From an optimization exercise on the open Yosys and OpenROAD flow, aimed at small area, a short achievable clock period and few clock cycles per item; shortcuts taken in it are not production practice. For this run, only the layout was checked, not whether the RTL still works.

**design.v**
```verilog
module mant_mult
  (
    input  wire [22:0] x,
    input  wire [22:0] y,
    output wire [47:0] p
  );
assign p = {1'b1, x} * {1'b1, y};
endmodule
module single_prec_mult
  (
    input  wire        clk,
    input  wire        reset,
    input  wire        start,
    input  wire [31:0] a,
    input  wire [31:0] b,
    output reg  [31:0] product,
    output reg         mult_done
  );
wire        o_sign = a[31] ^ b[31];
wire        prod0  = (a[30:0] == 31'd0) || (b[30:0] == 31'd0);
wire [47:0] p;
wire [ 7:0] e_sum  = a[30:23] + b[30:23] + 8'd129 + {7'd0, p[47]};
wire [22:0] man    = p[47] ? p[46:24] : p[45:23];
mant_mult mant_mult (.x(a[22:0]), .y(b[22:0]), .p(p));
always @(posedge clk, posedge reset)
  if (reset)
    mult_done <= 1'b0;
  else if (start)
    mult_done <= 1'b1;
always @(posedge clk)
  if (start)
    product <= prod0 ? {o_sign, 31'd0} : {o_sign, e_sum, man};
endmodule
```
**run.sh**
```bash
#!/bin/bash
# synth_recipe.tcl (not shown) runs the flow's synth.tcl, then flattens the netlist and writes it again
# the make line also repeats each setting of config.mk as NAME=value (left out here)
make -C /OpenROAD-flow-scripts/flow DESIGN_CONFIG=/design/flow/config.mk WORK_HOME=/design/flow/orfs CLKGATE_MAP_FILE= SYNTH_SCRIPT=/design/flow/synth_recipe.tcl finish
```
**config.mk**
```make
export PLATFORM = sky130hd
export DESIGN_NAME = single_prec_mult
export DESIGN_NICKNAME = single_prec_mult
export VERILOG_FILES = /design/flow/design.v
export SDC_FILE = /design/flow/constraint.sdc
export NUM_CORES = 4
export LEC_CHECK = 0
export CAP_MARGIN = 20
export CORE_MARGIN = 2
export CORE_UTILIZATION = 40
export SLEW_MARGIN = 20
```
**constraint.sdc**
```tcl
create_clock -name core_clock -period 5.0 [get_ports {clk}]
set_input_delay 1.0000 -clock core_clock [delete_from_list [all_inputs] [get_ports {clk}]]
set_output_delay 1.0000 -clock core_clock [all_outputs]
set_load 0.01 [all_outputs]
```
==> impl_metrics.prom <==
# TYPE chip_impl_metric gauge
chip_impl_metric{name="grt_use_total",unit="%"} 27.8
chip_impl_info{name="slowest_stage",value="fa_1"} 1
chip_impl_metric{name="top_level_ports",unit=""} 100
chip_impl_metric{name="timing_max_transition_violations_final",unit=""} 0
chip_impl_info{name="min_delay_worst_endpoint",value="mult_done"} 1
chip_impl_metric{name="cp_num_buf_inv",unit=""} 4
chip_impl_metric{name="area_delta_synth_final",unit="%"} 35.4
chip_impl_metric{name="syn_inst",unit=""} 2192
chip_impl_metric{name="crit_required",unit="ns"} 5.02
chip_impl_metric{name="place_worst_setup_slack",unit="ns"} -4.37
chip_impl_metric{name="wire_length_of_the_first_global_routing_pass",unit="µm"} 105000
chip_impl_metric{name="timing.final.hold_violations",unit=""} 0
chip_impl_info{name="worst-setup-path-type",value="in2reg"} 1
chip_impl_metric{name="arrival",unit="ns"} 8.54
chip_impl_info{name="critical-path-top-delay-family",value="adder cells"} 1
chip_impl_metric{name="finalNetCount",unit=""} 3351
chip_impl_metric{name="total_via_count_in_the_routed_design",unit=""} 16793
chip_impl_info{name="rsz_0062_raised_after_global_routing",value="yes"} 1
chip_impl_metric{name="synth-warning-count",unit=""} 1
chip_impl_metric{name="row_cnt",unit=""} 81
chip_impl_metric{name="buffer_ports.inserted",unit=""} 99
chip_impl_metric{name="cts_max_path_buffers",unit=""} 2
chip_impl_metric{name="number_of_synthesized_register_bits",unit=""} 33
chip_impl_metric{name="die_ar",unit="mm²"} 0.0516
chip_impl_info{name="timing.rr.end",value="mult_done"} 1
chip_impl_metric{name="insertedDiodeCount",unit=""} 0
chip_impl_metric{name="die_w",unit="µm"} 227
chip_impl_info{name="cts_tree",value="yes"} 1
chip_impl_metric{name="finish.instance_area",unit="mm²"} 0.0270
chip_impl_info{name="hold_path.class",value="reg2reg"} 1
chip_impl_metric{name="synth_fp_nets",unit=""} 2923
chip_impl_info{name="critPathCaptureType",value="flip-flop"} 1
chip_impl_metric{name="grt_pass1_vias",unit=""} 18468
chip_impl_metric{name="layout-drive-gt1-share",unit="%"} 26.5
chip_impl_metric{name="final_cells",unit=""} 3285
chip_impl_metric{name="place_congestion",unit=""} 0.921
chip_impl_metric{name="antenna_found_initial",unit=""} 0
chip_impl_metric{name="reg2reg_setup_slack",unit="ns"} 4.23
chip_impl_metric{name="coreArea",unit="mm²"} 0.0491
chip_impl_metric{name="detailedPlacementHpwl",unit="µm"} 52200
chip_impl_metric{name="synth-seq-area-share",unit="%"} 4.95
chip_impl_metric{name="placed_cell_area",unit="mm²"} 0.0245
chip_impl_metric{name="clkTransAtPathRegs",unit="ns"} 0.06
chip_impl_info{name="root_buffer",value="clkbuf_16"} 1
chip_impl_metric{name="drcViolationCount",unit=""} 0
chip_impl_metric{name="die_h",unit="µm"} 227
chip_impl_info{name="crit-reg2reg-launch",value="mult_done"} 1
chip_impl_metric{name="dr_vias_cell",unit=""} 5.11
chip_impl_metric{name="start_util",unit="%"} 40.6
chip_impl_metric{name="worst_path_largest_cell_delay",unit="ns"} 0.56
chip_impl_metric{name="numPlacedInstances",unit=""} 3162
chip_impl_info{name="outcome",value="finished with violations"} 1
chip_impl_metric{name="globalRoute.totalOverflow",unit=""} 0
chip_impl_metric{name="holdBufCountCts",unit=""} 0
chip_impl_metric{name="worstMarginPinSlew",unit="ns"} 0.593
chip_impl_metric{name="hold-path-cell-count",unit=""} 1
chip_impl_metric{name="drt-total-wl",unit="µm"} 69400
chip_impl_metric{name="synthesis.area",unit="mm²"} 0.0199
chip_impl_metric{name="setup_slack",unit="ns"} -3.52
chip_impl_metric{name="post-route-period-util",unit="%"} 170
chip_impl_metric{name="cts-buffers-inserted",unit=""} 5
chip_impl_metric{name="dr.pass1.iters",unit=""} 7
chip_impl_metric{name="number_of_cells_on_the_worst_reg_to_reg_path",unit=""} 1
chip_impl_metric{name="fmax",unit="GHz"} 0.117
chip_impl_metric{name="worst_slew_margin_relative_to_its_limit",unit="%"} 60.1
chip_impl_metric{name="postSynth.asyncResetShare",unit="%"} 3.03
chip_impl_metric{name="fin_hold_ws",unit="ns"} 0.462
chip_impl_metric{name="wire_per_inst",unit="µm"} 21.1
chip_impl_metric{name="worst_skew_late_latency",unit="ns"} 0.28
chip_impl_metric{name="worstPathMaxFanout",unit=""} 4
chip_impl_metric{name="synth_area_per_inst",unit="µm²"} 9.09
chip_impl_metric{name="synth_edf_count",unit=""} 32
chip_impl_metric{name="grt_start_max_net_pins",unit=""} 32
chip_impl_info{name="setup.worst_path.start_class",value="input port"} 1
chip_impl_info{name="hp-start",value="mult_done"} 1
chip_impl_metric{name="yosysUniqueCellTypes",unit=""} 53
chip_impl_metric{name="clock_sink_count",unit=""} 33
chip_impl_metric{name="cts_htree_levels",unit=""} 2
chip_impl_metric{name="final.min_clock_period",unit="ns"} 8.52
chip_impl_metric{name="number_of_max_cap_violations",unit=""} 0
chip_impl_metric{name="fin_skew",unit="ns"} 0
chip_impl_metric{name="drt_iter0_markers",unit=""} 1140
chip_impl_info{name="critPathMostFrequentCell",value="fa_1"} 1
chip_impl_info{name="layout.failed_checks",value="setup timing"} 1
chip_impl_metric{name="final_antenna_net_count",unit=""} 0
chip_impl_metric{name="setup_viol",unit=""} 31
chip_impl_info{name="synth_ff_type",value="edfxtp_1"} 1
[per-stage QoR]
| step | util [%] | setup TNS, ns |
|---|---|---|
| finish | 55.0 | -85.25 |
| detailed placement | 49.9 | -111.65 |
| floorplan | - | -75.18 |
| CTS | 53.9 | -86.91 |
| global placement | 49.9 | -110.42 |
| global route | 55.0 | -91.13 |
[worst max-delay path by stage]
stage | start | to | slack (ns) | cells past startpoint
2_1_floorplan | b[7] | product[29] | -3.42 | 35
3_3_place_gp | b[8] | product[29] | -4.37 | 35
3_5_place_dp | a[6] | product[29] | -4.37 | 36
4_1_cts | b[4] | product[30] | -3.59 | 38
5_1_grt | a[15] | product[30] | -3.72 | 35
6_report | b[7] | product[30] | -3.52 | 31
[layout by cell type (no fill, tap or decap), drive strengths merged, types with 5 or more instances in the layout]
cell type	netlist	routed
inv	572	572
fa	482	482
buf	7	438
nand2	302	302
and2	216	216
ha	182	182
nor2	78	78
clkdlybuf4s50	0	53
edfxtp	32	32
a21oi	31	31
xnor2	26	26
mux2i	23	23
a21o	19	19
o21ai	19	19
nor4	14	14
bufbuf	0	13
nand4	12	12
xor2	10	10
clkbuf	89	10
nor3	7	7
o21bai	7	7
a211oi	7	7
a31oi	6	6
dlygate4sd2	0	5
a221oi	5	5
and4	5	5
[what timing repair did]
item / 4_1_cts / 5_1_grt
gates resized for setup: 336 / 134
gates cloned: 24 / 0
buffers inserted: 81 / 16
pin swaps: 95 / 66
endpoints found under the setup margin: 31 / 31
[layout make-up]
type / count / area [µm²]
clock buffers: 5 / 125
clock inverters: 3 / 46.3
fillers: 4345 / 22100
inverters: 574 / 2190
multi-input cells: 1489 / 17300
flip-flops and latches: 33 / 986
well taps: 664 / 831
repair buffers: 517 / 5500
[cell usage after synthesis, types with 10 or more instances]
library cell / count / share of area [%]
a21o_1: 19 / 0.72
a21oi_1: 30 / 0.75
and2_1: 214 / 6.7
clkbuf_1: 89 / 1.7
edfxtp_1: 32 / 4.8
fa_1: 482 / 48
ha_1: 182 / 11
inv_1: 572 / 11
mux2i_1: 23 / 1.2
nand2_1: 302 / 5.7
nand4_1: 12 / 0.38
nor2_1: 78 / 1.5
nor4_1: 14 / 0.44
o21ai_0: 19 / 0.48
xnor2_1: 25 / 1.1
xor2_1: 10 / 0.44
[cells by family after synthesis]
family | synth area share (%)
AND/OR/NAND/NOR | 15.7
multiplexers | 1.16
AO/OA/AOI/OAI | 3.95
flip-flops | 4.95
adder cells (fa/ha/maj) | 59.9
buffers and inverters | 12.7
XOR/XNOR | 1.68
[state kept, by name, summed over array words and instances (netlist names)]
name,cells
product,32
mult_done,1
[layer usage]
layer	share of wire [%]	up-vias	GRT usage (%)	wire length (µm)
li1	-	7296	-	-
met1	38	8519	34.3	26100
met2	46	749	45.2	32200
met3	8.8	229	6.38	6130
met4	7.1	0	15.1	4910
met5	0	-	0	0

[what the ideal ports hide]
In the flow no input, the clock included, has a driving cell. The finished layout below was timed again as built, in two steps.
Step 1 (the two cells are an assumption about what drives the block):
set clk [get_ports {clk}]
set_driving_cell -lib_cell sky130_fd_sc_hd__clkbuf_16 $clk
set_driving_cell -lib_cell sky130_fd_sc_hd__buf_2 [delete_from_list [all_inputs] $clk]
Step 2 also shifts input and output timing later by t, the mid clock arrival at the registers, as if the neighbouring blocks saw the same clock.
a / b / c = ideal ports / drivers / drivers and shift; a / b = the first two.
t (ns): 0.308
setup slack, ns: -3.518 / -3.536 / -3.845
worst setup path after step 2: input to register
The setup slack of this run moves by -0.018 ns with the drivers and by -0.327 ns with both steps.
